This design comes from an exercise in tuning for a short achievable clock period and few clock cycles on the open sky130 flow, not from production work. Function was checked by simulation only, so behaviour that the tests miss may differ from the original. No activity file was given, so power comes from the tool's default toggle rates.

## flow/design.v (module list and top-level ports; edited modules follow where they fit)
// module add12: 16 lines
// module mulsel: 21 lines
// module mulsum: 14 lines
// module boothpp: 26 lines
// module boothsum: 14 lines
// module ALU: 25 lines
// module Bus: 35 lines
// module Register: 17 lines
// module incRegister: 18 lines
// module isZeroReg: 20 lines
// module ControlUnit: 597 lines
// module Processor: 111 lines
// module MultiCore: 340 lines
module MultiCore #(
    parameter CORE_COUNT = 3,
    parameter MEM_WIDTH = 12,
    parameter INS_WIDTH = 8,
    parameter MEM_ADDR = 11,
    parameter INS_ADDR = 8
)
(
    input clock,reset,start,
    input [MEM_WIDTH*CORE_COUNT-1:0] ProcessorDataIn,
    input [INS_WIDTH-1:0] InsMemOut,
    output [MEM_WIDTH*CORE_COUNT-1:0] ProcessorDataOut,
    output [INS_ADDR-1:0] InsAddr,
    output [MEM_ADDR-1:0] MemAddr,
    output DataMemoryWriteEnable, ready, done
);
  // ...
==> flow/run.sh <==
#!/bin/bash
# synth_recipe.tcl (not shown) runs the flow's synth.tcl, then flattens the netlist and writes it again
# the make line also repeats each setting of config.mk as NAME=value (left out here)
make -C /OpenROAD-flow-scripts/flow DESIGN_CONFIG=/design/flow/config.mk WORK_HOME=/design/flow/orfs CLKGATE_MAP_FILE= SYNTH_SCRIPT=/design/flow/synth_recipe.tcl finish
==> flow/config.mk <==
export PLATFORM = sky130hd
export DESIGN_NAME = MultiCore
export DESIGN_NICKNAME = MultiCore
export VERILOG_FILES = /design/flow/design.v
export SDC_FILE = /design/flow/constraint.sdc
export NUM_CORES = 4
export LEC_CHECK = 0
export CAP_MARGIN = 20
export CORE_MARGIN = 2
export CORE_UTILIZATION = 30
export PLACE_DENSITY = 0.45
export SETUP_SLACK_MARGIN = 5
export SLEW_MARGIN = 20
==> flow/constraint.sdc <==
create_clock -name core_clock -period 9.0 [get_ports {clock}]
set_input_delay 1.8000 -clock core_clock [delete_from_list [all_inputs] [get_ports {clock}]]
set_output_delay 1.8000 -clock core_clock [all_outputs]
set_load 0.01 [all_outputs]
==> results.py, run 1 <==
metrics = {
    "setup_path": {
        "rr_endpoint": "bht[8][0]",
        "worst_setup_path_start_kind": "flip-flop",
        "path_delay_family": "compound AO/OA/AOI/OAI gates",
        "r2r_start": "X1S[1]",
        "slowest_delay_ps": 530,
    },
    "place": {
        "dp_cells": 16598,
    },
    "grt": {
        "grt-ovfl-total": 0,
        "top_usage_layer": "met2",
    },
    "sta": {
        "timing.fmax_mhz": 204,
        "fin_crit_sh": 0.544,
    },
    "cells_and_area": {
        "fin_cells": 17927,
    },
    "pwr": {
        "power.switching_mw": 6.97,
        "top_power_group": "the clock network",
        "p_comb_mw": 4.40,
        "power_leakage_nw": 52.0,
        "pwr-share-comb": 0.192,
    },
    "status": {
        "status": "finished clean",
    },
    "clocking": {
        "ctsHoldBuffers": 0,
        "clock-sinks": 1786,
    },
    "logic_synthesis": {
        "syn_nets": 11964,
        "avgSynthCellArea_um2": 10.9,
        "yosysTopAreaCell": "edfxtp_1",
        "ys_warn_count": 4,
        "synth_edf_count": 1133,
    },
    "hold_path": {
        "holdCritPathClass": "reg2reg",
    },
}
Testbench counts, summed over its fixed seeds: cycles 21,662.
==> module MultiCore, before the edit <==
module MultiCore #(
    parameter CORE_COUNT = 3,
    parameter MEM_WIDTH = 12,
    parameter INS_WIDTH = 8,
    parameter MEM_ADDR = 11,
    parameter INS_ADDR = 8
)
(
    input clock,reset,start,
    input [MEM_WIDTH*CORE_COUNT-1:0] ProcessorDataIn,
    input [INS_WIDTH-1:0] InsMemOut,
    output [MEM_WIDTH*CORE_COUNT-1:0] ProcessorDataOut,
    output [INS_ADDR-1:0] InsAddr,
    output [MEM_ADDR-1:0] MemAddr,
    output DataMemoryWriteEnable, ready, done
);
localparam [7:0]
    NOP = 8'h00, ENDOP = 8'h01, CLAC = 8'h02, LDIAC = 8'h03, LDAC = 8'h04,
    STR = 8'h05, STIR = 8'h06, JUMP = 8'h07, JMPNZ = 8'h08, JMPZ = 8'h09,
    MUL = 8'h0a, ADD = 8'h0b, SUB = 8'h0c, INCAC = 8'h0d,
    MV_RL_AC = 8'h1f, MV_RP_AC = 8'h2f, MV_RQ_AC = 8'h3f, MV_RC_AC = 8'h4f,
    MV_R_AC = 8'h5f, MV_R1_AC = 8'h6f, MV_AC_RP = 8'h7f, MV_AC_RQ = 8'h8f,
    MV_AC_RL = 8'h9f;
function is2 (input [7:0] o); is2 = (o == LDIAC) | (o == STIR) | (o == JUMP) | (o == JMPNZ) | (o == JMPZ); endfunction
function isW (input [7:0] o); isW = (o == MV_RL_AC) | (o == MV_RP_AC) | (o == MV_RQ_AC) | (o == MV_RC_AC) | (o == MV_R_AC) | (o == MV_R1_AC); endfunction
function isA (input [7:0] o); isA = (o == CLAC) | (o == MV_AC_RP) | (o == MV_AC_RQ) | (o == MV_AC_RL); endfunction
function isF (input [7:0] o); isF = (o == MUL) | (o == ADD) | (o == SUB) | (o == INCAC); endfunction
function isL (input [7:0] o); isL = (o == LDIAC) | (o == LDAC); endfunction
function isS (input [7:0] o); isS = (o == STR) | (o == STIR); endfunction
function isCB(input [7:0] o); isCB = (o == JMPNZ) | (o == JMPZ); endfunction
function isN (input [7:0] o); isN = ~(is2(o) | isW(o) | isA(o) | isF(o) | isL(o) | isS(o) | (o == ENDOP)); endfunction
function slowL(input [7:0] o); slowL = (o == ADD) | (o == SUB) | (o == INCAC) | (o == LDAC) | (o == STR) | isCB(o); endfunction
function slowM(input [7:0] o); slowM = slowL(o) | (o == MUL); endfunction
function wconf(input [7:0] a, input [7:0] b);
    case (a)
        MV_RL_AC: wconf = (b == MV_AC_RL) | (b == MV_RL_AC);
        MV_RP_AC: wconf = (b == MUL) | (b == MV_AC_RP) | (b == MV_RP_AC);
        MV_RQ_AC: wconf = (b == MUL) | (b == MV_AC_RQ) | (b == MV_RQ_AC);
        MV_RC_AC: wconf = (b == MUL) | (b == SUB) | (b == MV_RC_AC);
        MV_R_AC:  wconf = (b == ADD) | (b == STR) | (b == STIR) | (b == MV_R_AC);
        default:  wconf = (b == MUL) | (b == MV_R1_AC);
    endcase
endfunction
function triple(input [7:0] a, input [7:0] b, input [7:0] c);
    triple = ~is2(a) & ~isL(a) & ~isS(a) & isA(b) & pairable(a, b) &
             ((c == LDAC) | ((c == STR) & (a != MV_R_AC)));
endfunction
function quad(input [7:0] a, input [7:0] b, input [7:0] c, input [7:0] d);
    quad = ~is2(a) & (isW(a) | isN(a)) & isA(b) & pairable(a, b) &
           ((c == ADD) | (c == SUB) | (c == INCAC)) & ~wconf(a, c) & isCB(d);
endfunction
function pairable(input [7:0] a, input [7:0] b);
    if (b == JUMP) pairable = ~((a == ENDOP) | isCB(a) | (a == JUMP));
    else if ((a == ENDOP) | isCB(a) | (a == JUMP) | isL(a)) pairable = 1'b0;
    else if (isW(a)) pairable = ~wconf(a, b);
    else if (isA(a)) pairable = (b != MUL);
    else if (isS(a)) pairable = ~(isL(b) | isS(b));
    else if (a == MUL) pairable = (b == ADD) | isN(b) | (b == STIR) | (b == ENDOP);
    else if (isF(a)) pairable = isN(b) | isW(b) | (b == ENDOP) | (b == STIR) | (b == LDIAC) | isA(b) | isCB(b);
    else pairable = 1'b1;    
endfunction
reg run, rdy, dn;
reg LP;               
reg zv;               
reg [7:0] icd [0:63];
reg [1:0] ict [0:63];
reg [63:0] icv;       
reg [63:0] icl;       
reg [63:0] icj;       
reg [63:0] icc;       
reg [63:0] icp;       
reg [63:0] icq, ics;  
reg [63:0] icr;       
reg [7:0] hA1, hA2, hA3, hA4, hB1, hB2, hB3, hB4;    
reg hv1, hv2, hv3, hv4;
reg [7:0] FP;         
reg [7:0] FA1;        
reg fv1;
reg [7:0] PC;
reg [1:0] bht [0:15];   
reg G0v, G1v;
reg GslowL, GslowM, Gmul, Gst, GsK, GsAC, GsRP, GsRQ, GsRL;
reg [7:0] Gk;
reg [5:0] X0W, X1W;           
reg [2:0] X0S, X1S;           
reg X0A, X1A, X0F, X1F, XMAC, XF1, XFA, XADD, XSUB, XINC;
reg XQ;                       
reg Xld, Xend, Xr1, Xzv;
reg Xbr, Xbnz, Xbp;           
reg [7:0] Xtgt, Xft;         
reg [3:0] Xbpc;
reg [7:0] XZ;                 
wire [7:0] p1 = PC + 8'd1, p2 = PC + 8'd2, p3 = PC + 8'd3, p4 = PC + 8'd4, p5 = PC + 8'd5;
wire [5:0] i0 = PC[5:0], i1 = p1[5:0], i2 = p2[5:0], i3 = p3[5:0];
wire [5:0] i4 = p4[5:0];
wire [7:0] w0 = icd[i0], w1 = icd[i1], w2 = icd[i2], w3 = icd[i3], w4 = icd[i4];
wire v4 = icv[i4] & (ict[i4] == p4[7:6]);
wire v0 = icv[i0] & (ict[i0] == PC[7:6]);
wire v1 = icv[i1] & (ict[i1] == p1[7:6]);
wire v2 = icv[i2] & (ict[i2] == p2[7:6]);
wire v3 = icv[i3] & (ict[i3] == p3[7:6]);
wire l0 = icl[i0];
wire [7:0] op1 = l0 ? w2 : w1;
wire [7:0] k1 = l0 ? w3 : w2;
wire vop1 = l0 ? v2 : v1;
wire vk1 = l0 ? v3 : v2;
wire l1 = l0 ? icl[i2] : icl[i1];
wire j1 = l0 ? icj[i2] : icj[i1];
wire c1 = l0 ? icc[i2] : icc[i1];
wire ok0 = v0 & (~l0 | v1);
wire ok1 = ok0 & vop1 & (~l1 | vk1);
wire [7:0] pc1 = l0 ? p2 : p1;
wire [7:0] pc1n = l0 ? p4 : p3;           
wire pred0 = icj[i0] | (icc[i0] & bht[PC[3:0]][1]);
wire bh1 = bht[p1[3:0]][1], bh2 = bht[p2[3:0]][1];    
wire pred1 = j1 | (c1 & (l0 ? bh2 : bh1));
wire pair = icp[i0];                       
wire tq = icq[i0], ts = ics[i0];           
wire trip = tq | ts;
wire qd = icr[i0];                         
wire pred3 = bht[p3[3:0]][1];
wire issue = ok0 & (~pair | ok1) & (~trip | v2) & (~qd | (v2 & v3 & v4));
reg [7:0] ng;
always @(*) begin
    if (pred0) ng = w1;
    else if (!pair) ng = l0 ? p2 : p1;
    else if (trip) ng = p3;
    else if (qd) ng = pred3 ? w4 : p5;
    else if (pred1) ng = k1;
    else case ({l0, l1})
        2'b00: ng = p2;
        2'b11: ng = p4;
        default: ng = p3;
    endcase
end
wire fm1 = pair & (isL(op1) | isS(op1));      
wire [7:0] fmop = fm1 ? op1 : w0;
wire fsK = (fmop == LDIAC) | (fmop == STIR);
wire fa0 = fm1 & isA(w0);
wire fslowL = slowL(w0) | (pair & ~isA(w0) & (w0 != MUL) & slowL(op1));
wire fslowM = slowM(w0) | (pair & ~isA(w0) & (w0 != MUL) & slowM(op1));
wire fmul = (w0 == MUL) | (pair & (op1 == MUL));
wire fst = isS(w0) | (pair & isS(op1)) | ts;
function [5:0] wsel(input [7:0] o);
    wsel = {o == MV_RL_AC, o == MV_R_AC, o == MV_R1_AC, o == MV_RC_AC, o == MV_RP_AC, o == MV_RQ_AC};
endfunction
function [2:0] ssel(input [7:0] o);
    ssel = {o == MV_AC_RP, o == MV_AC_RQ, o == MV_AC_RL};
endfunction
wire s1 = pair & ~pred0;
wire fmac = s1 & (w0 == MUL) & (op1 == ADD);
wire ff1 = s1 & isF(op1);
wire [7:0] ffop = qd ? w2 : ff1 ? op1 : w0;
wire fbr1 = s1 & isCB(op1);
reg [7:0] fZ;
always @(*) begin
    fZ = 8'b00000001;
    if (fbr1) case (w0)
        CLAC: fZ = 8'b00000010;
        MV_AC_RP: fZ = 8'b00000100;
        MV_AC_RQ: fZ = 8'b00001000;
        MV_AC_RL: fZ = 8'b00010000;
        ADD: fZ = 8'b00100000;
        SUB: fZ = 8'b01000000;
        INCAC: fZ = 8'b10000000;
        default: fZ = 8'b00000001;
    endcase
end
wire miss = run & ~(v0 & v1 & v2 & v3);
wire [7:0] M = ~v0 ? PC : ~v1 ? p1 : ~v2 ? p2 : p3;
reg missq;
reg [7:0] Mq, FA2;
reg fv2;
wire redirect_fp = missq & ~(fv1 & (FA1 == Mq)) & ~(fv2 & (FA2 == Mq)) & (FP != Mq);
wire [7:0] fdist = FP - PC;
wire fp_adv = redirect_fp | (fdist < 8'd16);
wire g0 = run & G0v;
wire g1 = run & G1v;
wire a0A = X0A;
reg macp;             
wire hazard = run & G0v & ((LP & GslowL) | (macp & GslowM));
wire ex = run & ~hazard;
wire e0 = ex & G0v;
wire e1 = ex & G1v;
wire [11:0] AC0, RP0, RQ0, RL0, R0, RC0, AA0;
wire Zbase = zv & (AC0 == 12'd0);
wire Zb = (XZ[0] & Zbase) | XZ[1] | (XZ[2] & (RP0 == 12'd0)) | (XZ[3] & (RQ0 == 12'd0)) |
          (XZ[4] & (RL0 == 12'd0)) | (XZ[5] & ((AA0 ^ R0) == {AA0[10:0] | R0[10:0], 1'b0})) |
          (XZ[6] & (AA0 == RC0)) | (XZ[7] & (AA0 == 12'hfff));
wire bex = e0 & Xbr;
wire bact = Xbnz ? ~Zb : Zb;
wire bpred = Xbp;
wire mis = bex & (bact != bpred);
wire [7:0] balt = Xbp ? Xft : Xtgt;
wire [3:0] bpc = Xbpc;
wire endx = e0 & Xend;
wire ldx = e0 & Xld;
wire stx = run & G0v & Gst & ~hazard;
wire mac = XMAC;
wire fa = XFA;                                
integer bi;
always @(posedge clock) begin
    if (reset) begin
        run <= 1'b0; rdy <= 1'b1; dn <= 1'b0; LP <= 1'b0; zv <= 1'b0; macp <= 1'b0;
        icv <= 64'd0; icp <= 64'd0; icq <= 64'd0; ics <= 64'd0; icr <= 64'd0; hv4 <= 1'b0; hv1 <= 1'b0; hv2 <= 1'b0; hv3 <= 1'b0; FP <= 8'd0; FA1 <= 8'd0; fv1 <= 1'b0; missq <= 1'b0; Mq <= 8'd0; FA2 <= 8'd0; fv2 <= 1'b0;
        PC <= 8'd0;
        G0v <= 1'b0; G1v <= 1'b0;
        GslowL <= 1'b0; GslowM <= 1'b0; Gmul <= 1'b0; Gst <= 1'b0; GsK <= 1'b0; GsAC <= 1'b0; GsRP <= 1'b0;
        GsRQ <= 1'b0; GsRL <= 1'b0; Gk <= 8'd0; 
        for (bi = 0; bi < 16; bi = bi + 1) bht[bi] <= 2'b10;
    end else begin
        if (fv1) begin
            icd[FA1[5:0]] <= InsMemOut; ict[FA1[5:0]] <= FA1[7:6]; icv[FA1[5:0]] <= 1'b1;
            icl[FA1[5:0]] <= is2(InsMemOut); icj[FA1[5:0]] <= (InsMemOut == JUMP); icc[FA1[5:0]] <= isCB(InsMemOut);
            hA1 <= FA1; hB1 <= InsMemOut; hA2 <= hA1; hB2 <= hB1; hA3 <= hA2; hB3 <= hB2; hA4 <= hA3; hB4 <= hB3;
        end
        hv1 <= fv1; hv2 <= hv1 & fv1; hv3 <= hv2 & fv1; hv4 <= hv3 & fv1;
        if (hv1 & hv2 & hv3 & hv4 & (hA2 == hA1 - 8'd1) & (hA3 == hA1 - 8'd2) & (hA4 == hA1 - 8'd3))
            icr[hA4[5:0]] <= quad(hB4, hB3, hB2, hB1);
        if (hv1 & hv2 & (hA2 == hA1 - 8'd1) & ~is2(hB2)) icp[hA2[5:0]] <= pairable(hB2, hB1);
        if (hv1 & hv2 & hv3 & (hA2 == hA1 - 8'd1) & (hA3 == hA1 - 8'd2) & is2(hB3)) icp[hA3[5:0]] <= pairable(hB3, hB1);
        if (hv1 & hv2 & hv3 & (hA2 == hA1 - 8'd1) & (hA3 == hA1 - 8'd2)) begin
            icq[hA3[5:0]] <= triple(hB3, hB2, hB1) & (hB1 == LDAC);
            ics[hA3[5:0]] <= triple(hB3, hB2, hB1) & (hB1 == STR);
        end
        if (fv1) begin icp[FA1[5:0]] <= 1'b0; icq[FA1[5:0]] <= 1'b0; ics[FA1[5:0]] <= 1'b0; icr[FA1[5:0]] <= 1'b0; end
        FA1 <= FP;
        fv1 <= 1'b1;
        if (fp_adv) FP <= redirect_fp ? Mq : FP + 8'd1;
        missq <= miss; Mq <= M; FA2 <= FA1; fv2 <= fv1;
        if (rdy & start) begin rdy <= 1'b0; run <= 1'b1; end
        if (endx) begin run <= 1'b0; dn <= 1'b1; end
        LP <= ldx;
        macp <= e0 & Gmul;
        if (LP | (e0 & Xzv)) zv <= 1'b1;
        if (bex) begin
            if (bact & (bht[bpc] != 2'b11)) bht[bpc] <= bht[bpc] + 2'd1;
            if (~bact & (bht[bpc] != 2'b00)) bht[bpc] <= bht[bpc] - 2'd1;
        end
        if (run) begin
            if (mis) begin
                PC <= balt;
                G0v <= 1'b0; G1v <= 1'b0;
            end else if (!hazard) begin
                G0v <= issue & ~endx;
                G1v <= issue & pair & ~pred0 & ~endx;
                if (issue) PC <= ng;
            end
            if (!hazard) begin
                GslowL <= fslowL; GslowM <= fslowM; Gmul <= fmul; Gst <= fst;
                GsK <= fsK & ~trip; GsAC <= ~fsK & ~fa0 & ~trip;
                GsRP <= trip ? (op1 == MV_AC_RP) : (~fsK & fa0 & (w0 == MV_AC_RP));
                GsRQ <= trip ? (op1 == MV_AC_RQ) : (~fsK & fa0 & (w0 == MV_AC_RQ));
                GsRL <= trip ? (op1 == MV_AC_RL) : (~fsK & fa0 & (w0 == MV_AC_RL));
                Gk <= fm1 ? k1 : w1;
                X0W <= wsel(w0); X1W <= wsel(op1); X0S <= ssel(w0); X1S <= ssel(op1);
                X0A <= isA(w0); X1A <= isA(op1);
                X0F <= isF(w0) & (w0 != MUL); X1F <= isF(op1) & (op1 != MUL) & ~fmac;
                XMAC <= fmac; XF1 <= ff1; XFA <= ff1 & isA(w0); XQ <= qd;
                XADD <= (ffop == ADD); XSUB <= (ffop == SUB); XINC <= (ffop == INCAC);
                Xld <= isL(w0) | (s1 & isL(op1)) | tq;
                Xend <= (w0 == ENDOP) | (s1 & (op1 == ENDOP));
                Xr1 <= (w0 == MV_R1_AC) | (s1 & (op1 == MV_R1_AC));
                Xzv <= isA(w0) | isF(w0) | (s1 & (isA(op1) | isF(op1)));
                Xbr <= isCB(w0) | fbr1 | qd;
                Xbnz <= qd ? (w3 == JMPNZ) : fbr1 ? (op1 == JMPNZ) : (w0 == JMPNZ);
                Xbp <= qd ? pred3 : fbr1 ? pred1 : pred0;
                Xtgt <= qd ? w4 : fbr1 ? k1 : w1;
                Xft <= qd ? p5 : fbr1 ? pc1n : p2;
                Xbpc <= qd ? p3[3:0] : fbr1 ? pc1[3:0] : PC[3:0];
                XZ <= qd ? ((w2 == ADD) ? 8'b00100000 : (w2 == SUB) ? 8'b01000000 : 8'b10000000) : fZ;
            end
        end
    end
end
genvar i;
generate
    for (i = 0; i < CORE_COUNT; i = i + 1) begin : lane
        reg [11:0] AC, R, RL, RC, RP, RQ, R1;
        wire [11:0] DI = ProcessorDataIn[12*i +: 12];
        wire [11:0] macres;
        wire [11:0] ACc = LP ? DI : macp ? macres : AC;
        wire [11:0] src0 = ({12{X0S[2]}} & RP) | ({12{X0S[1]}} & RQ) | ({12{X0S[0]}} & RL);
        wire [11:0] src1 = ({12{X1S[2]}} & RP) | ({12{X1S[1]}} & RQ) | ({12{X1S[0]}} & RL);
        wire [11:0] aa = ({12{fa}} & src0) | ({12{XQ}} & src1) | ({12{~fa & ~XQ}} & AC);
        wire [11:0] sum, dif, inc;
        wire [11:0] t0n, t1n, t2n, t3n, tnn;
        reg [11:0] T0, T1, T2, T3, TN, TC;
        wire [11:0] ACm = LP ? DI : AC;
        boothpp ms (.a(ACm), .b(R1), .q0(t0n), .q1(t1n), .q2(t2n), .q3(t3n), .qn(tnn));
        boothsum mm (.q0(T0), .q1(T1), .q2(T2), .q3(T3), .qn(TN), .c(TC), .p(macres));
        add12 aa_ (.a(aa), .b(R), .cin(1'b0), .s(sum));
        add12 as_ (.a(aa), .b(~RC), .cin(1'b1), .s(dif));
        add12 ai_ (.a(aa), .b(12'd0), .cin(1'b1), .s(inc));
        wire [11:0] fres = ({12{XADD}} & sum) | ({12{XSUB}} & dif) | ({12{XINC}} & inc);
        wire [11:0] v1 = a0A ? src0 : X0F ? fres : ACc;
        wire w1AC = e1 & (X1A | X1F);
        wire w0AC = e0 & (X0A | X0F);
        wire incr = e0 & Gmul;
        always @(posedge clock) begin
            if (incr) begin
                T0 <= t0n; T1 <= t1n; T2 <= t2n; T3 <= t3n; TN <= tnn; TC <= mac ? R : 12'd0;
            end
            if (reset) begin
                AC <= 12'd0; R <= 12'd0; RL <= 12'd0; RC <= 12'd0;
                RP <= 12'd0; RQ <= 12'd0; R1 <= 12'd0;
            end else begin
                if (e0 & XQ) AC <= fres;
                else if (w1AC) AC <= X1A ? src1 : fres;
                else if (w0AC) AC <= X0A ? src0 : fres;
                else if (LP) AC <= DI;
                else if (macp) AC <= macres;
                if (e1 & X1W[5]) RL <= v1; else if (e0 & X0W[5]) RL <= ACc;
                if (e1 & X1W[4]) R <= v1; else if (e0 & X0W[4]) R <= ACc;
                if (e1 & X1W[3]) R1 <= v1; else if (e0 & X0W[3]) R1 <= ACc;
                if (e1 & X1W[2]) RC <= v1; else if (e0 & X0W[2]) RC <= ACc;
                else if (incr) RC <= RC + 12'd1;
                if (e1 & X1W[1]) RP <= v1; else if (e0 & X0W[1]) RP <= ACc;
                else if (incr) RP <= RP + 12'd1;
                if (e1 & X1W[0]) RQ <= v1; else if (e0 & X0W[0]) RQ <= ACc;
                else if (incr) RQ <= RQ + 12'd1;
            end
        end
        assign ProcessorDataOut[12*i +: 12] = R;
    end
endgenerate
assign AC0 = lane[0].AC;
assign RP0 = lane[0].RP;
assign RQ0 = lane[0].RQ;
assign RL0 = lane[0].RL;
assign R0 = lane[0].R;
assign RC0 = lane[0].RC;
assign AA0 = lane[0].aa;
assign MemAddr = ({11{GsK}} & {3'd0, Gk}) | ({11{GsAC}} & AC0[10:0]) | ({11{GsRP}} & RP0[10:0]) |
                 ({11{GsRQ}} & RQ0[10:0]) | ({11{GsRL}} & RL0[10:0]);
assign DataMemoryWriteEnable = stx;
assign InsAddr = FP;
assign ready = rdy;
assign done = dn;
endmodule
==> run 2: changes to the inputs <==
--- a/flow/design.v
+++ b/flow/design.v
@@ -993,3 +993,8 @@
 reg [7:0] PC;
-reg [1:0] bht [0:15];   
+reg [7:0] P1, P2, P3, P4;     
+reg [1:0] bht [0:15];
+reg [3:0] lcnt [0:15];    
+reg [3:0] ltrip [0:15];   
+reg [15:0] ltv;           
+reg [15:0] ptk;           
 reg G0v, G1v;
@@ -1001,2 +1006,5 @@
 reg XQ;                       
+reg aF, aRP, aRQ, aRL, aN;    
+reg oAC, oRP, oRQ, oRL;       
+reg [5:0] wS0, wF, wA;        
 reg Xld, Xend, Xr1, Xzv;
@@ -1006,3 +1014,4 @@
 reg [7:0] XZ;                 
-wire [7:0] p1 = PC + 8'd1, p2 = PC + 8'd2, p3 = PC + 8'd3, p4 = PC + 8'd4, p5 = PC + 8'd5;
+wire [7:0] p1 = P1, p2 = P2, p3 = P3, p4 = P4, p5 = PC + 8'd5;
+wire [7:0] p6 = PC + 8'd6, p7 = PC + 8'd7, p8 = PC + 8'd8, p9 = PC + 8'd9;
 wire [5:0] i0 = PC[5:0], i1 = p1[5:0], i2 = p2[5:0], i3 = p3[5:0];
@@ -1027,4 +1036,4 @@
 wire [7:0] pc1n = l0 ? p4 : p3;           
-wire pred0 = icj[i0] | (icc[i0] & bht[PC[3:0]][1]);
-wire bh1 = bht[p1[3:0]][1], bh2 = bht[p2[3:0]][1];    
+wire pred0 = icj[i0] | (icc[i0] & ptk[PC[3:0]]);
+wire bh1 = ptk[p1[3:0]], bh2 = ptk[p2[3:0]];    
 wire pred1 = j1 | (c1 & (l0 ? bh2 : bh1));
@@ -1034,25 +1043,28 @@
 wire qd = icr[i0];                         
-wire pred3 = bht[p3[3:0]][1];
+wire pred3 = ptk[p3[3:0]];
 wire issue = ok0 & (~pair | ok1) & (~trip | v2) & (~qd | (v2 & v3 & v4));
-reg [7:0] ng;
-always @(*) begin
-    if (pred0) ng = w1;
-    else if (!pair) ng = l0 ? p2 : p1;
-    else if (trip) ng = p3;
-    else if (qd) ng = pred3 ? w4 : p5;
-    else if (pred1) ng = k1;
-    else case ({l0, l1})
-        2'b00: ng = p2;
-        2'b11: ng = p4;
-        default: ng = p3;
-    endcase
-end
-wire fm1 = pair & (isL(op1) | isS(op1));      
-wire [7:0] fmop = fm1 ? op1 : w0;
-wire fsK = (fmop == LDIAC) | (fmop == STIR);
+wire pr2 = pair & ~trip & ~qd;             
+wire ngw1 = pred0, ngp1 = ~pred0 & ~pair & ~l0;
+wire ngp2 = (~pred0 & ~pair & l0) | (pr2 & ~pred1 & ~l0 & ~l1);
+wire ngp3 = (pair & trip) | (pr2 & ~pred1 & (l0 ^ l1));
+wire ngp4 = pr2 & ~pred1 & l0 & l1;
+wire ngp5 = pair & qd & ~pred3, ngw4 = pair & qd & pred3, ngk1 = pr2 & pred1;
+function [7:0] ngd(input [7:0] q1, input [7:0] q2, input [7:0] q3, input [7:0] q4,
+                   input [7:0] q5, input [7:0] x1, input [7:0] x4, input [7:0] xk);
+    ngd = ({8{ngw1}} & x1) | ({8{ngp1}} & q1) | ({8{ngp2}} & q2) | ({8{ngp3}} & q3) |
+          ({8{ngp4}} & q4) | ({8{ngp5}} & q5) | ({8{ngw4}} & x4) | ({8{ngk1}} & xk);
+endfunction
+wire [7:0] ng  = ngd(p1, p2, p3, p4, p5, w1, w4, k1);
+wire [7:0] ng1 = ngd(p2, p3, p4, p5, p6, w1 + 8'd1, w4 + 8'd1, k1 + 8'd1);
+wire [7:0] ng2 = ngd(p3, p4, p5, p6, p7, w1 + 8'd2, w4 + 8'd2, k1 + 8'd2);
+wire [7:0] ng3 = ngd(p4, p5, p6, p7, p8, w1 + 8'd3, w4 + 8'd3, k1 + 8'd3);
+wire [7:0] ng4 = ngd(p5, p6, p7, p8, p9, w1 + 8'd4, w4 + 8'd4, k1 + 8'd4);
+wire fm1 = pair & ((l0 ? isL(w2) : isL(w1)) | (l0 ? isS(w2) : isS(w1)));      
+wire fsK = fm1 ? (l0 ? ((w2 == LDIAC) | (w2 == STIR)) : ((w1 == LDIAC) | (w1 == STIR))) :
+                  ((w0 == LDIAC) | (w0 == STIR));
 wire fa0 = fm1 & isA(w0);
-wire fslowL = slowL(w0) | (pair & ~isA(w0) & (w0 != MUL) & slowL(op1));
-wire fslowM = slowM(w0) | (pair & ~isA(w0) & (w0 != MUL) & slowM(op1));
-wire fmul = (w0 == MUL) | (pair & (op1 == MUL));
-wire fst = isS(w0) | (pair & isS(op1)) | ts;
+wire fslowL = slowL(w0) | (pair & ~isA(w0) & (w0 != MUL) & (l0 ? slowL(w2) : slowL(w1)));
+wire fslowM = slowM(w0) | (pair & ~isA(w0) & (w0 != MUL) & (l0 ? slowM(w2) : slowM(w1)));
+wire fmul = (w0 == MUL) | (pair & (l0 ? (w2 == MUL) : (w1 == MUL)));
+wire fst = isS(w0) | (pair & (l0 ? isS(w2) : isS(w1))) | ts;
 function [5:0] wsel(input [7:0] o);
@@ -1063,7 +1075,16 @@
 endfunction
-wire s1 = pair & ~pred0;
-wire fmac = s1 & (w0 == MUL) & (op1 == ADD);
-wire ff1 = s1 & isF(op1);
-wire [7:0] ffop = qd ? w2 : ff1 ? op1 : w0;
-wire fbr1 = s1 & isCB(op1);
+wire s1 = pair;                           
+wire fmac = s1 & (w0 == MUL) & (l0 ? (w2 == ADD) : (w1 == ADD));
+wire ff1 = s1 & (l0 ? isF(w2) : isF(w1));
+wire fbr1 = s1 & (l0 ? isCB(w2) : isCB(w1));
+wire fx1A = s1 & (l0 ? isA(w2) : isA(w1));
+wire fx1F = s1 & (l0 ? isF(w2) : isF(w1)) & (l0 ? (w2 != MUL) : (w1 != MUL)) & ~fmac;
+wire fx0A = isA(w0);
+wire fx0F = isF(w0) & (w0 != MUL);
+wire faF = qd | fx1F | (fx0F & ~fx1A);
+wire faS1 = fx1A & ~qd;
+wire faS0 = fx0A & ~fx1A & ~fx1F & ~qd;
+wire ffa = ff1 & isA(w0);
+wire [5:0] fwv1 = {6{s1}} & (l0 ? wsel(w2) : wsel(w1));
+wire [5:0] fwv0 = wsel(w0) & ~fwv1;
 reg [7:0] fZ;
@@ -1109,2 +1130,8 @@
 wire [3:0] bpc = Xbpc;
+wire [1:0] obht = bht[bpc];
+wire [3:0] ocnt = lcnt[bpc];
+wire [1:0] nbht = bact ? ((obht == 2'b11) ? 2'b11 : obht + 2'd1) : ((obht == 2'b00) ? 2'b00 : obht - 2'd1);
+wire [3:0] ncnt = bact ? ((ocnt == 4'hf) ? 4'hf : ocnt + 4'd1) : 4'd0;
+wire [3:0] ntrip = bact ? ltrip[bpc] : ocnt;
+wire ntv = bact ? (ltv[bpc] & (ocnt != 4'hf)) : (ocnt != 4'hf);
 wire endx = e0 & Xend;
@@ -1112,2 +1139,6 @@
 wire stx = run & G0v & Gst & ~hazard;
+reg WEq;
+wire we_next = run & ~endx & ~mis &
+               (hazard ? (G0v & Gst) :
+                         (issue & fst & ~(ldx & fslowL) & ~(e0 & Gmul & fslowM)));
 wire mac = XMAC;
@@ -1117,5 +1148,5 @@
     if (reset) begin
-        run <= 1'b0; rdy <= 1'b1; dn <= 1'b0; LP <= 1'b0; zv <= 1'b0; macp <= 1'b0;
+        run <= 1'b0; rdy <= 1'b1; dn <= 1'b0; LP <= 1'b0; WEq <= 1'b0; zv <= 1'b0; macp <= 1'b0;
         icv <= 64'd0; icp <= 64'd0; icq <= 64'd0; ics <= 64'd0; icr <= 64'd0; hv4 <= 1'b0; hv1 <= 1'b0; hv2 <= 1'b0; hv3 <= 1'b0; FP <= 8'd0; FA1 <= 8'd0; fv1 <= 1'b0; missq <= 1'b0; Mq <= 8'd0; FA2 <= 8'd0; fv2 <= 1'b0;
-        PC <= 8'd0;
+        PC <= 8'd0; P1 <= 8'd1; P2 <= 8'd2; P3 <= 8'd3; P4 <= 8'd4;
         G0v <= 1'b0; G1v <= 1'b0;
@@ -1123,3 +1154,4 @@
         GsRQ <= 1'b0; GsRL <= 1'b0; Gk <= 8'd0; 
-        for (bi = 0; bi < 16; bi = bi + 1) bht[bi] <= 2'b10;
+        for (bi = 0; bi < 16; bi = bi + 1) begin bht[bi] <= 2'b10; lcnt[bi] <= 4'd0; ltrip[bi] <= 4'd0; end
+        ltv <= 16'd0; ptk <= 16'hffff;
     end else begin
@@ -1147,2 +1179,3 @@
         LP <= ldx;
+        WEq <= we_next;
         macp <= e0 & Gmul;
@@ -1150,4 +1183,7 @@
         if (bex) begin
-            if (bact & (bht[bpc] != 2'b11)) bht[bpc] <= bht[bpc] + 2'd1;
-            if (~bact & (bht[bpc] != 2'b00)) bht[bpc] <= bht[bpc] - 2'd1;
+            bht[bpc] <= nbht;
+            lcnt[bpc] <= ncnt;
+            ltrip[bpc] <= ntrip;
+            ltv[bpc] <= ntv;
+            ptk[bpc] <= nbht[1] & ~(ntv & (ncnt == ntrip));
         end
@@ -1155,3 +1191,3 @@
             if (mis) begin
-                PC <= balt;
+                PC <= balt; P1 <= balt + 8'd1; P2 <= balt + 8'd2; P3 <= balt + 8'd3; P4 <= balt + 8'd4;
                 G0v <= 1'b0; G1v <= 1'b0;
@@ -1160,3 +1196,3 @@
                 G1v <= issue & pair & ~pred0 & ~endx;
-                if (issue) PC <= ng;
+                if (issue) begin PC <= ng; P1 <= ng1; P2 <= ng2; P3 <= ng3; P4 <= ng4; end
             end
@@ -1165,17 +1201,31 @@
                 GsK <= fsK & ~trip; GsAC <= ~fsK & ~fa0 & ~trip;
-                GsRP <= trip ? (op1 == MV_AC_RP) : (~fsK & fa0 & (w0 == MV_AC_RP));
-                GsRQ <= trip ? (op1 == MV_AC_RQ) : (~fsK & fa0 & (w0 == MV_AC_RQ));
-                GsRL <= trip ? (op1 == MV_AC_RL) : (~fsK & fa0 & (w0 == MV_AC_RL));
+                GsRP <= trip ? (l0 ? (w2 == MV_AC_RP) : (w1 == MV_AC_RP)) : (~fsK & fa0 & (w0 == MV_AC_RP));
+                GsRQ <= trip ? (l0 ? (w2 == MV_AC_RQ) : (w1 == MV_AC_RQ)) : (~fsK & fa0 & (w0 == MV_AC_RQ));
+                GsRL <= trip ? (l0 ? (w2 == MV_AC_RL) : (w1 == MV_AC_RL)) : (~fsK & fa0 & (w0 == MV_AC_RL));
                 Gk <= fm1 ? k1 : w1;
-                X0W <= wsel(w0); X1W <= wsel(op1); X0S <= ssel(w0); X1S <= ssel(op1);
-                X0A <= isA(w0); X1A <= isA(op1);
-                X0F <= isF(w0) & (w0 != MUL); X1F <= isF(op1) & (op1 != MUL) & ~fmac;
+                X0W <= wsel(w0); X1W <= (l0 ? wsel(w2) : wsel(w1)); X0S <= ssel(w0); X1S <= (l0 ? ssel(w2) : ssel(w1));
+                X0A <= isA(w0); X1A <= (l0 ? isA(w2) : isA(w1));
+                X0F <= isF(w0) & (w0 != MUL); X1F <= (l0 ? isF(w2) : isF(w1)) & (l0 ? (w2 != MUL) : (w1 != MUL)) & ~fmac;
                 XMAC <= fmac; XF1 <= ff1; XFA <= ff1 & isA(w0); XQ <= qd;
-                XADD <= (ffop == ADD); XSUB <= (ffop == SUB); XINC <= (ffop == INCAC);
-                Xld <= isL(w0) | (s1 & isL(op1)) | tq;
-                Xend <= (w0 == ENDOP) | (s1 & (op1 == ENDOP));
-                Xr1 <= (w0 == MV_R1_AC) | (s1 & (op1 == MV_R1_AC));
-                Xzv <= isA(w0) | isF(w0) | (s1 & (isA(op1) | isF(op1)));
+                aF <= faF;
+                aRP <= (faS1 & (l0 ? (w2 == MV_AC_RP) : (w1 == MV_AC_RP))) | (faS0 & (w0 == MV_AC_RP));
+                aRQ <= (faS1 & (l0 ? (w2 == MV_AC_RQ) : (w1 == MV_AC_RQ))) | (faS0 & (w0 == MV_AC_RQ));
+                aRL <= (faS1 & (l0 ? (w2 == MV_AC_RL) : (w1 == MV_AC_RL))) | (faS0 & (w0 == MV_AC_RL));
+                aN <= ~(faF | faS1 | faS0);
+                oAC <= ~ffa & ~qd;
+                oRP <= (ffa & (w0 == MV_AC_RP)) | (qd & (l0 ? (w2 == MV_AC_RP) : (w1 == MV_AC_RP)));
+                oRQ <= (ffa & (w0 == MV_AC_RQ)) | (qd & (l0 ? (w2 == MV_AC_RQ) : (w1 == MV_AC_RQ)));
+                oRL <= (ffa & (w0 == MV_AC_RL)) | (qd & (l0 ? (w2 == MV_AC_RL) : (w1 == MV_AC_RL)));
+                wS0 <= fwv1 & {6{fx0A}};
+                wF <= fwv1 & {6{fx0F}};
+                wA <= (fwv1 & {6{~fx0A & ~fx0F}}) | fwv0;
+                XADD <= qd ? (w2 == ADD) : ff1 ? (l0 ? (w2 == ADD) : (w1 == ADD)) : (w0 == ADD);
+                XSUB <= qd ? (w2 == SUB) : ff1 ? (l0 ? (w2 == SUB) : (w1 == SUB)) : (w0 == SUB);
+                XINC <= qd ? (w2 == INCAC) : ff1 ? (l0 ? (w2 == INCAC) : (w1 == INCAC)) : (w0 == INCAC);
+                Xld <= isL(w0) | (s1 & (l0 ? isL(w2) : isL(w1))) | tq;
+                Xend <= (w0 == ENDOP) | (s1 & (l0 ? (w2 == ENDOP) : (w1 == ENDOP)));
+                Xr1 <= (w0 == MV_R1_AC) | (s1 & (l0 ? (w2 == MV_R1_AC) : (w1 == MV_R1_AC)));
+                Xzv <= isA(w0) | isF(w0) | (s1 & ((l0 ? isA(w2) : isA(w1)) | (l0 ? isF(w2) : isF(w1))));
                 Xbr <= isCB(w0) | fbr1 | qd;
-                Xbnz <= qd ? (w3 == JMPNZ) : fbr1 ? (op1 == JMPNZ) : (w0 == JMPNZ);
+                Xbnz <= qd ? (w3 == JMPNZ) : fbr1 ? (l0 ? (w2 == JMPNZ) : (w1 == JMPNZ)) : (w0 == JMPNZ);
                 Xbp <= qd ? pred3 : fbr1 ? pred1 : pred0;
@@ -1195,6 +1245,5 @@
         wire [11:0] macres;
-        wire [11:0] ACc = LP ? DI : macp ? macres : AC;
+        wire [11:0] ACc = ({12{LP}} & DI) | ({12{macp & ~LP}} & macres) | ({12{~LP & ~macp}} & AC);
         wire [11:0] src0 = ({12{X0S[2]}} & RP) | ({12{X0S[1]}} & RQ) | ({12{X0S[0]}} & RL);
-        wire [11:0] src1 = ({12{X1S[2]}} & RP) | ({12{X1S[1]}} & RQ) | ({12{X1S[0]}} & RL);
-        wire [11:0] aa = ({12{fa}} & src0) | ({12{XQ}} & src1) | ({12{~fa & ~XQ}} & AC);
+        wire [11:0] aa = ({12{oAC}} & AC) | ({12{oRP}} & RP) | ({12{oRQ}} & RQ) | ({12{oRL}} & RL);
         wire [11:0] sum, dif, inc;
@@ -1209,6 +1258,10 @@
         wire [11:0] fres = ({12{XADD}} & sum) | ({12{XSUB}} & dif) | ({12{XINC}} & inc);
-        wire [11:0] v1 = a0A ? src0 : X0F ? fres : ACc;
-        wire w1AC = e1 & (X1A | X1F);
-        wire w0AC = e0 & (X0A | X0F);
         wire incr = e0 & Gmul;
+        wire [11:0] acn = ({12{e0 & aF}} & fres) | ({12{e0 & aRP}} & RP) | ({12{e0 & aRQ}} & RQ) |
+                          ({12{e0 & aRL}} & RL) | ({12{~e0 | aN}} & ACc);
+        function [11:0] wn(input [11:0] x, input s0, input f, input a, input inc1);
+            wn = ({12{e0 & s0}} & src0) | ({12{e0 & f}} & fres) | ({12{e0 & a}} & ACc) |
+                 ({12{inc1 & ~(e0 & (s0 | f | a))}} & (x + 12'd1)) |
+                 ({12{~(e0 & (s0 | f | a)) & ~inc1}} & x);
+        endfunction
         always @(posedge clock) begin
@@ -1221,16 +1274,9 @@
             end else begin
-                if (e0 & XQ) AC <= fres;
-                else if (w1AC) AC <= X1A ? src1 : fres;
-                else if (w0AC) AC <= X0A ? src0 : fres;
-                else if (LP) AC <= DI;
-                else if (macp) AC <= macres;
-                if (e1 & X1W[5]) RL <= v1; else if (e0 & X0W[5]) RL <= ACc;
-                if (e1 & X1W[4]) R <= v1; else if (e0 & X0W[4]) R <= ACc;
-                if (e1 & X1W[3]) R1 <= v1; else if (e0 & X0W[3]) R1 <= ACc;
-                if (e1 & X1W[2]) RC <= v1; else if (e0 & X0W[2]) RC <= ACc;
-                else if (incr) RC <= RC + 12'd1;
-                if (e1 & X1W[1]) RP <= v1; else if (e0 & X0W[1]) RP <= ACc;
-                else if (incr) RP <= RP + 12'd1;
-                if (e1 & X1W[0]) RQ <= v1; else if (e0 & X0W[0]) RQ <= ACc;
-                else if (incr) RQ <= RQ + 12'd1;
+                AC <= acn;
+                RL <= wn(RL, wS0[5], wF[5], wA[5], 1'b0);
+                R  <= wn(R,  wS0[4], wF[4], wA[4], 1'b0);
+                R1 <= wn(R1, wS0[3], wF[3], wA[3], 1'b0);
+                RC <= wn(RC, wS0[2], wF[2], wA[2], incr);
+                RP <= wn(RP, wS0[1], wF[1], wA[1], incr);
+                RQ <= wn(RQ, wS0[0], wF[0], wA[0], incr);
             end
@@ -1249,3 +1295,3 @@
                  ({11{GsRQ}} & RQ0[10:0]) | ({11{GsRL}} & RL0[10:0]);
-assign DataMemoryWriteEnable = stx;
+assign DataMemoryWriteEnable = WEq;
 assign InsAddr = FP;
==> run 2 against run 1 <==
Effect of this change: sequential power up 13%; critical path type unchanged; sequential cell count grew 223; critical path depth is 1 higher; final cell count rose by 4.1%; via count rose by 3.4%; worst hold slack gained 5.1 ps; count of clock-buffer cells in the layout is 50 higher; largest power group unchanged; area after synthesis rose by 6.8%; global-route usage down 0.088 points.
==> results.py, run 2 <==
metrics = {
    "sta": {
        "fin_crit_sh": 0.574,
        "timing.fmax_mhz": 194,
        "tightest_slew_ps": 1290,
        "rsz0062_at_grt": "yes",
        "finalSetupViolations": 0,
        "fin_setup_tns_ps": 0,
        "setup_ws_ps": 3830,
        "finalHoldViolCount": 0,
        "finClkSkew_ps": 88.9,
        "layout_min_cycle_time_ps": 5170,
        "relSlewSlack": 0.128,
        "report.final.slew_viol_count": 0,
    },
    "hold_path": {
        "min_path_cells": 2,
        "min-delay-start": "GslowM",
        "holdPathEnd": "GslowM",
        "holdCritPathClass": "reg2reg",
    },
    "logic_synthesis": {
        "synthMuxAreaShare": 0.253,
        "async_flop_share": 0,
        "synthCells": 11919,
        "yosys.area_share.simple": 0.108,
        "synth_edf_count": 1268,
        "synth_seq_area_share": 0.393,
        "synth_top_family_by_area": "multiplexers",
        "synth.most_common_cell": "mux4_2",
        "yosysTopAreaCell": "edfxtp_1",
        "synth_cell_types": 98,
        "synth-xor-area-share": 0.0335,
        "ys_warn_count": 4,
        "synthAdderAreaFrac": 0.0368,
        "synth_compound_area_frac": 0.137,
        "synth_top_area_share": 0.283,
        "synth-main-ff-cell": "edfxtp_1",
        "avgSynthCellArea_um2": 11.3,
        "syn-cell-area_mm2": 0.135,
        "synth_seq_cells": 2009,
        "synth_commonest_cells": "1341 x mux4_2, 1268 x edfxtp_1, 1194 x nor2_1, 1121 x nand2_1, 741 x dfxtp_1",
        "ys_top_cells_by_area": "edfxtp_1 28%, mux4_2 22%, dfxtp_1 11%, nor2_1 3.3%, nand2_1 3.1%",
        "syn_nets": 12307,
    },
    "clocking": {
        "cts_made_buffers": 265,
        "ctsHoldBuffers": 0,
        "htreeDepth": 5,
        "cts-root-buf": "clkbuf_16",
        "clock-sinks": 2009,
        "clk_latency_ps": 990,
        "cts_tree": "done",
        "cts_max_path_buffers": 4,
        "path_clk_slew_ps": 70,
    },
    "place": {
        "place_area_mm2": 0.143,
        "place_ws_ps": 986,
        "numPortBuffers": 104,
        "dp_hpwl_mm": 431,
        "gp_congestion": 0.954,
    },
    "route": {
        "dr.pass1.iters": 10,
        "via_per_inst": 6.30,
        "wire_per_inst_um": 35.3,
        "drt_iter0_markers": 17165,
        "drc": 0,
        "vias": 117607,
        "final_antenna_net_count": 0,
        "drt-total-wl_mm": 658,
    },
    "pwr": {
        "power_leakage_nw": 55.2,
        "p_per_area_mw_per_mm2": 152,
        "vdd_drop_max_uv": 134,
    },
    "setup_path": {
        "r2r_cells": 19,
        "r2r_start": "PC[2]",
        "cp.required_ps": 9870,
        "crit_fanout": 23,
        "end_kind": "flip-flop",
        "worst_setup_path_start_kind": "flip-flop",
        "rrSetupSlack_ps": 3830,
        "cp.arrival_ps": 6040,
        "critical_path_class": "reg2reg",
    },
    "job": {
        "maxCapViolCount": 0,
    },
    "cells_and_area": {
        "nFillCells": 42994,
        "area_delta_synth_final_pct": 24.2,
        "layout_commonest_cell": "mux4_2",
        "fin_nets": 12860,
        "drive_above_1_share": 0.326,
        "final_area_mm2": 0.167,
        "largest_reg_flops": 512,
        "final_cell_mix": "1341 x mux4_2, 1268 x edfxtp_1, 1035 x nand2_1, 1006 x nor2_1, 745 x buf_4",
    },
    "floorplan": {
        "start_util": 0.301,
        "die_y_um": 674,
        "die-area_mm2": 0.454,
        "die_width_um": 674,
        "num_rows": 246,
        "core-area_mm2": 0.448,
        "io_pins": 105,
    },
    "grt": {
        "grt_pass1_wl_mm": 901,
        "grt_usage": 0.278,
        "grt-ovfl-total": 0,
        "grt_pass1_vias": 111593,
        "grt_max_degree": 162,
        "antenna_found_initial": 49,
    },
    "status": {
        "status": "finished clean",
    },
}
-- run 2: final cells by class --
class                           instances  area (µm²)  area share
Inverter                              297        1180     0.00705
Timing Repair Buffer                 1269       14000      0.0840
Multi-Input combinational cell       8630       82600       0.494
Clock inverter                        133        1530     0.00915
Sequential cell                      2009       53100       0.318
Antenna cell                           23        57.6    0.000344
Tap cell                             5952        7450      0.0445
Clock buffer                          345        7250      0.0433
-- run 2: cells by family (layout without fill, tap and decap cells) --
group	count (synthesis)	count (layout)
compound gates	2755	2756
xor+xnor	515	515
fa+ha+maj	343	343
buf+inv	1294	2044
flops	2009	2009
mux	1713	1716
other cells	0	23
simple gates	3290	3300
-- run 2: repair_timing --
action / in CTS / in global routing
gates resized for setup: 1066 / 717
endpoints found under the setup margin: 1438 / 1127
pin swaps: 242 / 355
setup buffers: 471 / 237
gates cloned: 61 / 12
-- run 2: worst max-delay path by stage --
stage,start,to,slack [ps],cells past startpoint
detailed placement,PC[0],flip-flop,990,16
global route,PC[0],P2[5],3790,22
global placement,PC[0],flip-flop,970,16
CTS,PC[0],P2[5],3940,21
finish,PC[2],flip-flop,3830,19
floorplan,flip-flop,P4[7],4440,18
-- run 2: through the flow --
step / cells / total power [mW] / util / hold slack [ps]
after detailed placement: 17371 / 13.5 / 0.319 / 443
after floorplan: 11919 / 12.1 / - / 424
after global placement: 17368 / 13.5 / 0.319 / 445
after global routing: 18638 / 26.0 / 0.373 / 472
after CTS: 18381 / 25.2 / 0.362 / 455
final: 18658 / 25.4 / 0.373 / 452
-- run 2: worst max-delay path, cell delays in order, from the launching register on --
cell	delay, ps
dfxtp_4	530
buf_4	350
buf_4	570
mux4_2	540
mux4_2	540
buf_12	170
nor2_4	140
buf_12	150
nand2_4	70
buf_12	130
or3_4	350
o32ai_4	260
a21oi_2	100
o32ai_4	300
buf_12	160
buf_12	130
buf_4	110
mux2i_2	70
and3_4	180
a21oi_4	120
-- run 2: report_power, final --
part	total [mW]	internal (mW)	leakage [nW]	switching, mW
combinational	4.21	1.54	33.1	2.67
sequential	10.2	9.92	17.8	0.240
clock	11.0	6.39	4.27	4.63
total	25.4	17.9	55.2	7.54
-- run 2: layer usage --
layer	part of all wire	up-vias	track usage	wire length, µm
li1	-	47711	-	-
met2	0.43	8068	0.420	285000
met4	0.059	30	0.125	38500
met3	0.11	1751	0.0772	75400
met5	0.00039	-	0	255
met1	0.39	60047	0.370	259000
Testbench counts of run 2, summed over its fixed seeds: cycles 21,157.
==> run 3: changes to the inputs <==
--- a/flow/design.v
+++ b/flow/design.v
@@ -985,2 +985,4 @@
 reg [63:0] icp;       
+reg [63:0] ipl3, ipl4;    
+reg [63:0] isj, isc;      
 reg [63:0] icq, ics;  
@@ -1018,3 +1020,3 @@
 wire [5:0] i4 = p4[5:0];
-wire [7:0] w0 = icd[i0], w1 = icd[i1], w2 = icd[i2], w3 = icd[i3], w4 = icd[i4];
+wire [7:0] a_w0 = icd[i0], a_w1 = icd[i1], a_w2 = icd[i2], a_w3 = icd[i3], a_w4 = icd[i4];
 wire v4 = icv[i4] & (ict[i4] == p4[7:6]);
@@ -1024,29 +1026,31 @@
 wire v3 = icv[i3] & (ict[i3] == p3[7:6]);
-wire l0 = icl[i0];
-wire [7:0] op1 = l0 ? w2 : w1;
-wire [7:0] k1 = l0 ? w3 : w2;
-wire vop1 = l0 ? v2 : v1;
-wire vk1 = l0 ? v3 : v2;
-wire l1 = l0 ? icl[i2] : icl[i1];
-wire j1 = l0 ? icj[i2] : icj[i1];
-wire c1 = l0 ? icc[i2] : icc[i1];
-wire ok0 = v0 & (~l0 | v1);
-wire ok1 = ok0 & vop1 & (~l1 | vk1);
-wire [7:0] pc1 = l0 ? p2 : p1;
-wire [7:0] pc1n = l0 ? p4 : p3;           
-wire pred0 = icj[i0] | (icc[i0] & ptk[PC[3:0]]);
+wire a_l0 = icl[i0];
+wire [7:0] a_op1 = a_l0 ? a_w2 : a_w1;
+wire [7:0] a_k1 = a_l0 ? a_w3 : a_w2;
+wire vop1 = a_l0 ? v2 : v1;
+wire vk1 = a_l0 ? v3 : v2;
+wire a_l1 = a_l0 ? icl[i2] : icl[i1];
+wire a_j1 = a_l0 ? icj[i2] : icj[i1];
+wire a_c1 = a_l0 ? icc[i2] : icc[i1];
+wire ok0 = v0 & (~a_l0 | v1);
+wire ok1 = ok0 & vop1 & (~a_l1 | vk1);
+wire [7:0] a_pc1 = a_l0 ? p2 : p1;
+wire [7:0] a_pc1n = a_l0 ? p4 : p3;           
+wire a_pred0 = icj[i0] | (icc[i0] & ptk[PC[3:0]]);
 wire bh1 = ptk[p1[3:0]], bh2 = ptk[p2[3:0]];    
-wire pred1 = j1 | (c1 & (l0 ? bh2 : bh1));
-wire pair = icp[i0];                       
-wire tq = icq[i0], ts = ics[i0];           
-wire trip = tq | ts;
-wire qd = icr[i0];                         
-wire pred3 = ptk[p3[3:0]];
-wire issue = ok0 & (~pair | ok1) & (~trip | v2) & (~qd | (v2 & v3 & v4));
-wire pr2 = pair & ~trip & ~qd;             
-wire ngw1 = pred0, ngp1 = ~pred0 & ~pair & ~l0;
-wire ngp2 = (~pred0 & ~pair & l0) | (pr2 & ~pred1 & ~l0 & ~l1);
-wire ngp3 = (pair & trip) | (pr2 & ~pred1 & (l0 ^ l1));
-wire ngp4 = pr2 & ~pred1 & l0 & l1;
-wire ngp5 = pair & qd & ~pred3, ngw4 = pair & qd & pred3, ngk1 = pr2 & pred1;
+wire pl3 = ipl3[i0], pl4 = ipl4[i0];
+wire a_pred1 = isj[i0] | (isc[i0] & (a_l0 ? bh2 : bh1));
+wire a_pair = icp[i0];                       
+wire a_tq = icq[i0], a_ts = ics[i0];           
+wire a_trip = a_tq | a_ts;
+wire a_qd = icr[i0];                         
+wire a_pred3 = ptk[p3[3:0]];
+wire a_issue = v0 & (~a_l0 | v1) & (~a_pair | (v1 & (~(pl3 | pl4) | v2) & (~pl4 | v3))) &
+               (~a_trip | v2) & (~a_qd | (v2 & v3 & v4));
+wire a_pr2 = a_pair & ~a_trip & ~a_qd;             
+wire ngw1 = a_pred0, ngp1 = ~a_pred0 & ~a_pair & ~a_l0;
+wire ngp2 = (~a_pred0 & ~a_pair & a_l0) | (a_pr2 & ~a_pred1 & ~pl3 & ~pl4);
+wire ngp3 = (a_pair & a_trip) | (a_pr2 & ~a_pred1 & pl3);
+wire ngp4 = a_pr2 & ~a_pred1 & pl4;
+wire ngp5 = a_pair & a_qd & ~a_pred3, ngw4 = a_pair & a_qd & a_pred3, ngk1 = a_pr2 & a_pred1;
 function [7:0] ngd(input [7:0] q1, input [7:0] q2, input [7:0] q3, input [7:0] q4,
@@ -1056,7 +1060,17 @@
 endfunction
-wire [7:0] ng  = ngd(p1, p2, p3, p4, p5, w1, w4, k1);
-wire [7:0] ng1 = ngd(p2, p3, p4, p5, p6, w1 + 8'd1, w4 + 8'd1, k1 + 8'd1);
-wire [7:0] ng2 = ngd(p3, p4, p5, p6, p7, w1 + 8'd2, w4 + 8'd2, k1 + 8'd2);
-wire [7:0] ng3 = ngd(p4, p5, p6, p7, p8, w1 + 8'd3, w4 + 8'd3, k1 + 8'd3);
-wire [7:0] ng4 = ngd(p5, p6, p7, p8, p9, w1 + 8'd4, w4 + 8'd4, k1 + 8'd4);
+wire [7:0] ng  = ngd(p1, p2, p3, p4, p5, a_w1, a_w4, a_k1);
+wire [7:0] ng1 = ngd(p2, p3, p4, p5, p6, a_w1 + 8'd1, a_w4 + 8'd1, a_k1 + 8'd1);
+wire [7:0] ng2 = ngd(p3, p4, p5, p6, p7, a_w1 + 8'd2, a_w4 + 8'd2, a_k1 + 8'd2);
+wire [7:0] ng3 = ngd(p4, p5, p6, p7, p8, a_w1 + 8'd3, a_w4 + 8'd3, a_k1 + 8'd3);
+wire [7:0] ng4 = ngd(p5, p6, p7, p8, p9, a_w1 + 8'd4, a_w4 + 8'd4, a_k1 + 8'd4);
+reg Dv;
+reg [7:0] Dw0, Dw1, Dw2, Dw3, Dw4, DPC;
+reg Dl0, Dpair, Dtq, Dts, Dqd, Dp0, Dp1, Dp3;
+wire [7:0] w0 = Dw0, w1 = Dw1, w2 = Dw2, w3 = Dw3, w4 = Dw4;
+wire l0 = Dl0, pair = Dpair, tq = Dtq, ts = Dts, trip = Dtq | Dts, qd = Dqd;
+wire pred0 = Dp0, pred1 = Dp1, pred3 = Dp3;
+wire [7:0] k1 = l0 ? w3 : w2;
+wire [7:0] dp1 = DPC + 8'd1, dp2 = DPC + 8'd2, dp3 = DPC + 8'd3, dp4 = DPC + 8'd4, dp5 = DPC + 8'd5;
+wire [7:0] pc1 = l0 ? dp2 : dp1;
+wire [7:0] pc1n = l0 ? dp4 : dp3;           
 wire fm1 = pair & ((l0 ? isL(w2) : isL(w1)) | (l0 ? isS(w2) : isS(w1)));      
@@ -1142,3 +1156,3 @@
                (hazard ? (G0v & Gst) :
-                         (issue & fst & ~(ldx & fslowL) & ~(e0 & Gmul & fslowM)));
+                         (Dv & fst & ~(ldx & fslowL) & ~(e0 & Gmul & fslowM)));
 wire mac = XMAC;
@@ -1151,3 +1165,3 @@
         PC <= 8'd0; P1 <= 8'd1; P2 <= 8'd2; P3 <= 8'd3; P4 <= 8'd4;
-        G0v <= 1'b0; G1v <= 1'b0;
+        G0v <= 1'b0; G1v <= 1'b0; Dv <= 1'b0;
         GslowL <= 1'b0; GslowM <= 1'b0; Gmul <= 1'b0; Gst <= 1'b0; GsK <= 1'b0; GsAC <= 1'b0; GsRP <= 1'b0;
@@ -1165,4 +1179,12 @@
             icr[hA4[5:0]] <= quad(hB4, hB3, hB2, hB1);
-        if (hv1 & hv2 & (hA2 == hA1 - 8'd1) & ~is2(hB2)) icp[hA2[5:0]] <= pairable(hB2, hB1);
-        if (hv1 & hv2 & hv3 & (hA2 == hA1 - 8'd1) & (hA3 == hA1 - 8'd2) & is2(hB3)) icp[hA3[5:0]] <= pairable(hB3, hB1);
+        if (hv1 & hv2 & (hA2 == hA1 - 8'd1) & ~is2(hB2)) begin
+            icp[hA2[5:0]] <= pairable(hB2, hB1);
+            ipl3[hA2[5:0]] <= is2(hB1); ipl4[hA2[5:0]] <= 1'b0;
+            isj[hA2[5:0]] <= (hB1 == JUMP); isc[hA2[5:0]] <= isCB(hB1);
+        end
+        if (hv1 & hv2 & hv3 & (hA2 == hA1 - 8'd1) & (hA3 == hA1 - 8'd2) & is2(hB3)) begin
+            icp[hA3[5:0]] <= pairable(hB3, hB1);
+            ipl3[hA3[5:0]] <= ~is2(hB1); ipl4[hA3[5:0]] <= is2(hB1);
+            isj[hA3[5:0]] <= (hB1 == JUMP); isc[hA3[5:0]] <= isCB(hB1);
+        end
         if (hv1 & hv2 & hv3 & (hA2 == hA1 - 8'd1) & (hA3 == hA1 - 8'd2)) begin
@@ -1192,9 +1214,13 @@
                 PC <= balt; P1 <= balt + 8'd1; P2 <= balt + 8'd2; P3 <= balt + 8'd3; P4 <= balt + 8'd4;
-                G0v <= 1'b0; G1v <= 1'b0;
+                G0v <= 1'b0; G1v <= 1'b0; Dv <= 1'b0;
             end else if (!hazard) begin
-                G0v <= issue & ~endx;
-                G1v <= issue & pair & ~pred0 & ~endx;
-                if (issue) begin PC <= ng; P1 <= ng1; P2 <= ng2; P3 <= ng3; P4 <= ng4; end
+                G0v <= Dv & ~endx;
+                G1v <= Dv & pair & ~pred0 & ~endx;
+                Dv <= a_issue & ~endx;
+                if (a_issue) begin PC <= ng; P1 <= ng1; P2 <= ng2; P3 <= ng3; P4 <= ng4; end
             end
             if (!hazard) begin
+                Dw0 <= a_w0; Dw1 <= a_w1; Dw2 <= a_w2; Dw3 <= a_w3; Dw4 <= a_w4; DPC <= PC;
+                Dl0 <= a_l0; Dpair <= a_pair; Dtq <= a_tq; Dts <= a_ts; Dqd <= a_qd;
+                Dp0 <= a_pred0; Dp1 <= a_pred1; Dp3 <= a_pred3;
                 GslowL <= fslowL; GslowM <= fslowM; Gmul <= fmul; Gst <= fst;
@@ -1232,4 +1258,4 @@
                 Xtgt <= qd ? w4 : fbr1 ? k1 : w1;
-                Xft <= qd ? p5 : fbr1 ? pc1n : p2;
-                Xbpc <= qd ? p3[3:0] : fbr1 ? pc1[3:0] : PC[3:0];
+                Xft <= qd ? dp5 : fbr1 ? pc1n : dp2;
+                Xbpc <= qd ? dp3[3:0] : fbr1 ? pc1[3:0] : DPC[3:0];
                 XZ <= qd ? ((w2 == ADD) ? 8'b00100000 : (w2 == SUB) ? 8'b01000000 : 8'b10000000) : fZ;
==> run 3 against run 2 <==
Effect of this change: count of clock-buffer cells in the layout increased by 46; clock skew increased by 6.5 ps; critical path depth decreased by 5; critical path type unchanged; first-iteration DRC count increased by 11%; utilization increased by 0.072 points; power increased by 8.1%; area after synthesis increased by 11%; still clean; final cell count increased by 11%.
==> results.py, run 3 <==
metrics = {
    "setup_path": {
        "cp.arrival_ps": 5730,
        "critical_path_class": "reg2reg",
        "worst_setup_path_start_kind": "flip-flop",
        "cp_slowest_cell": "nor2_1",
        "crit_fanout": 8,
        "cp.required_ps": 9900,
        "crit_path_cell_trace": "inv_2, nor2_1, a32oi_1, and3_1, o21ai_0, nor4b_4, nand4_1, a221oi_4, and2_4, buf_12, nor2_4, a22oi_1, a311oi_2, buf_4",
        "end_kind": "flip-flop",
        "slowest_delay_ps": 980,
    },
    "route": {
        "drt-total-wl_mm": 734,
        "drt_iter0_markers": 19076,
        "vias": 131001,
        "dr.pass1.iters": 9,
        "wire_per_inst_um": 35.3,
        "drc": 0,
        "via_per_inst": 6.30,
        "final_antenna_net_count": 0,
    },
    "grt": {
        "grt_usage": 0.274,
        "grt-ovfl-total": 0,
        "grt_max_degree": 155,
        "grt_pass1_wl_mm": 998,
        "grtUsageMet1": 0.372,
        "top_usage_layer": "met2",
        "grt_pass1_vias": 122202,
        "grtUsageMet3": 0.0668,
        "antenna_found_initial": 39,
        "met2_usage": 0.410,
    },
    "sta": {
        "rsz0062_at_grt": "yes",
        "relSlewSlack": 0.0799,
        "tightest_slew_ps": 1380,
        "finalSetupViolations": 0,
        "report.final.slew_viol_count": 0,
        "timing.fmax_mhz": 207,
        "fin_setup_tns_ps": 0,
        "finClkSkew_ps": 95.4,
        "finalHoldViolCount": 0,
        "layout_min_cycle_time_ps": 4830,
        "fin_crit_sh": 0.536,
        "hold_ws_ps": 446,
        "setup_ws_ps": 4170,
    },
    "logic_synthesis": {
        "synth.most_common_cell": "edfxtp_1",
        "avgSynthCellArea_um2": 11.2,
        "synth_seq_area_share": 0.415,
        "synth_cell_types": 104,
        "syn-cell-area_mm2": 0.150,
        "ys_warn_count": 4,
        "synth_commonest_cells": "1579 x edfxtp_1, 1470 x nand2_1, 1219 x mux4_2, 1116 x nor2_1, 837 x o21ai_0",
        "yosysTopAreaCell": "edfxtp_1",
        "synth_edf_count": 1579,
        "async_flop_share": 0,
        "synth_top_area_share": 0.316,
        "syn_nets": 13830,
        "synth-main-ff-cell": "edfxtp_1",
        "synthCells": 13441,
        "ys_top_cells_by_area": "edfxtp_1 32%, mux4_2 18%, dfxtp_1 9.9%, nand2_1 3.7%, nor2_1 2.8%",
        "synth_seq_cells": 2321,
    },
    "place": {
        "dp_cells": 19537,
        "place_ws_ps": 2070,
        "numPortBuffers": 104,
        "gp_congestion": 0.969,
        "dp_hpwl_mm": 483,
    },
    "hold_path": {
        "min-delay-start": "hv2",
        "holdCritPathClass": "reg2reg",
    },
    "floorplan": {
        "die_y_um": 711,
        "die-area_mm2": 0.505,
        "io_pins": 105,
        "core-area_mm2": 0.498,
        "num_rows": 259,
        "start_util": 0.301,
        "die_width_um": 711,
    },
    "pwr": {
        "pwr-share-comb": 0.122,
        "power_leakage_nw": 61.6,
        "p_per_area_mw_per_mm2": 147,
        "power_frac_seq": 0.432,
        "clkPwrFrac": 0.446,
        "vdd_drop_max_uv": 138,
        "report.power.total_mw": 27.4,
        "power.share.switching": 0.280,
        "power.switching_mw": 7.70,
        "p_int_mw": 19.8,
    },
    "clocking": {
        "ctsHoldBuffers": 0,
        "clk_latency_ps": 1020,
        "path_clk_slew_ps": 60,
        "htreeDepth": 5,
        "cts-root-buf": "clkbuf_16",
        "cts_tree": "done",
        "cts_made_buffers": 290,
        "cts_max_path_buffers": 4,
        "clock-sinks": 2321,
    },
    "cells_and_area": {
        "layout_commonest_cell": "edfxtp_1",
        "largest_reg_flops": 512,
        "area_delta_synth_final_pct": 24.2,
        "drive_above_1_share": 0.320,
        "fin_cells": 20799,
        "final_cell_mix": "1579 x edfxtp_1, 1226 x mux4_2, 1100 x nand2_1, 955 x nor2_1, 667 x dfxtp_1",
        "fin_nets": 14284,
    },
    "job": {
        "maxCapViolCount": 0,
    },
    "status": {
        "status": "finished clean",
    },
}
run 3: what timing repair did:
action,CTS,global route
pin swaps,351,579
buffers inserted,414,226
resized for setup,1421,1405
hold endpoints to repair,0,0
gates cloned,52,25
setup endpoints to repair,1340,1286
run 3: power groups by stage:
stage	Combinational [mW]	Sequential, mW	Clock, mW
2_1_floorplan	1.66	11.9	0
3_3_place_gp	2.73	12.1	0
3_5_place_dp	2.72	12.1	0
4_1_cts	3.06	11.9	12.4
5_1_grt	3.44	11.9	12.7
6_report	3.35	11.9	12.2
run 3: kinds of logic (layout without fill, tap and decap cells):
logic type,count (synthesis),in the layout,share of synthesized area
XOR/XNOR,479,479,0.0281
other,0,13,0
AND/OR/NAND/NOR,3786,3803,0.113
adder cells (fa/ha/maj),344,344,0.0332
multiplexers,1730,1730,0.221
AO/OA/AOI/OAI,3356,3356,0.151
buffers and inverters,1425,2098,0.0390
flip-flops,2321,2321,0.415
run 3: final cells by class:
| cell class | count | area, µm² |
|---|---|---|
| antenna | 13 | 32.5 |
| clock buffer | 391 | 8120 |
| clock inverter | 137 | 1470 |
| fill | 48366 | 312000 |
| inverter | 340 | 1340 |
| multi-input combinational | 9712 | 90300 |
| sequential | 2321 | 62400 |
| tap | 6655 | 8330 |
| timing repair buffer | 1230 | 14200 |
run 3: critical path, delay by kind of cell, from the launching register on:
family	cells	cell delay, ps
buffers and inverters	3	620
AND/OR/NAND/NOR	6	2440
AO/OA/AOI/OAI	5	1180
flip-flops	1	450
run 3: routing by layer:
metal	routed length [µm]	part of all wire
met3	82900	0.11
met4	43800	0.060
met2	317000	0.43
met5	127	0.00017
met1	290000	0.40
run 3: worst paths after layout:
path / end / slack [ps] / depth (start not counted)
setup / recovery: PC[0] / 4170 / 14
hold / removal: hv3 / 450 / 1
setup reg to reg: PC[0] / 4170 / 14
hold reg to reg: hv3 / 450 / 1
run 3: through the flow:
stage / instance area (µm²) / util
floorplan: 151000 / -
global placement: 159000 / 0.319
detailed placement: 159000 / 0.319
CTS: 179000 / 0.360
global route: 186000 / 0.374
finish: 186000 / 0.374
Testbench counts of run 3, summed over its fixed seeds: cycles 21,337.

[static timing again, ports no longer ideal]
In the flow no input, the clock included, has a driving cell. The finished layouts below were timed again as built, in two steps. Step 1 (the two cells are an assumption about what drives the block):
set clk [get_ports {clock}]
set_driving_cell -lib_cell sky130_fd_sc_hd__clkbuf_16 $clk
set_driving_cell -lib_cell sky130_fd_sc_hd__buf_2 [delete_from_list [all_inputs] $clk]
Step 2 adds t to the input delays and takes it off the output delays; t is the mean of the earliest and latest rising clock arrival at the registers after step 1. Input paths then give back, and output paths get back, about the clock's delay inside the block. Slacks: no drivers / after step 1 / after step 2; pairs: no drivers / after step 1.
run | t, ns | slack for setup (ns) | hold WS [ns] | latest minus earliest clock arrival (ns)
run 1 | 1.075 | 4.108 / 4.108 / 3.927 | 0.447 / 0.447 / 0.447 | 0.096 / 0.095
run 2 | 1.077 | 3.834 / 3.834 / 3.834 | 0.452 / 0.452 / 0.452 | 0.096 / 0.095
run 3 | 1.099 | 4.174 / 4.174 / 3.962 | 0.446 / 0.446 / 0.446 | 0.102 / 0.101
After both steps setup and hold are still met in every run listed. For run 3, which loses most, drivers alone change the setup slack by 0.000 ns; drivers and shift together by -0.212 ns.
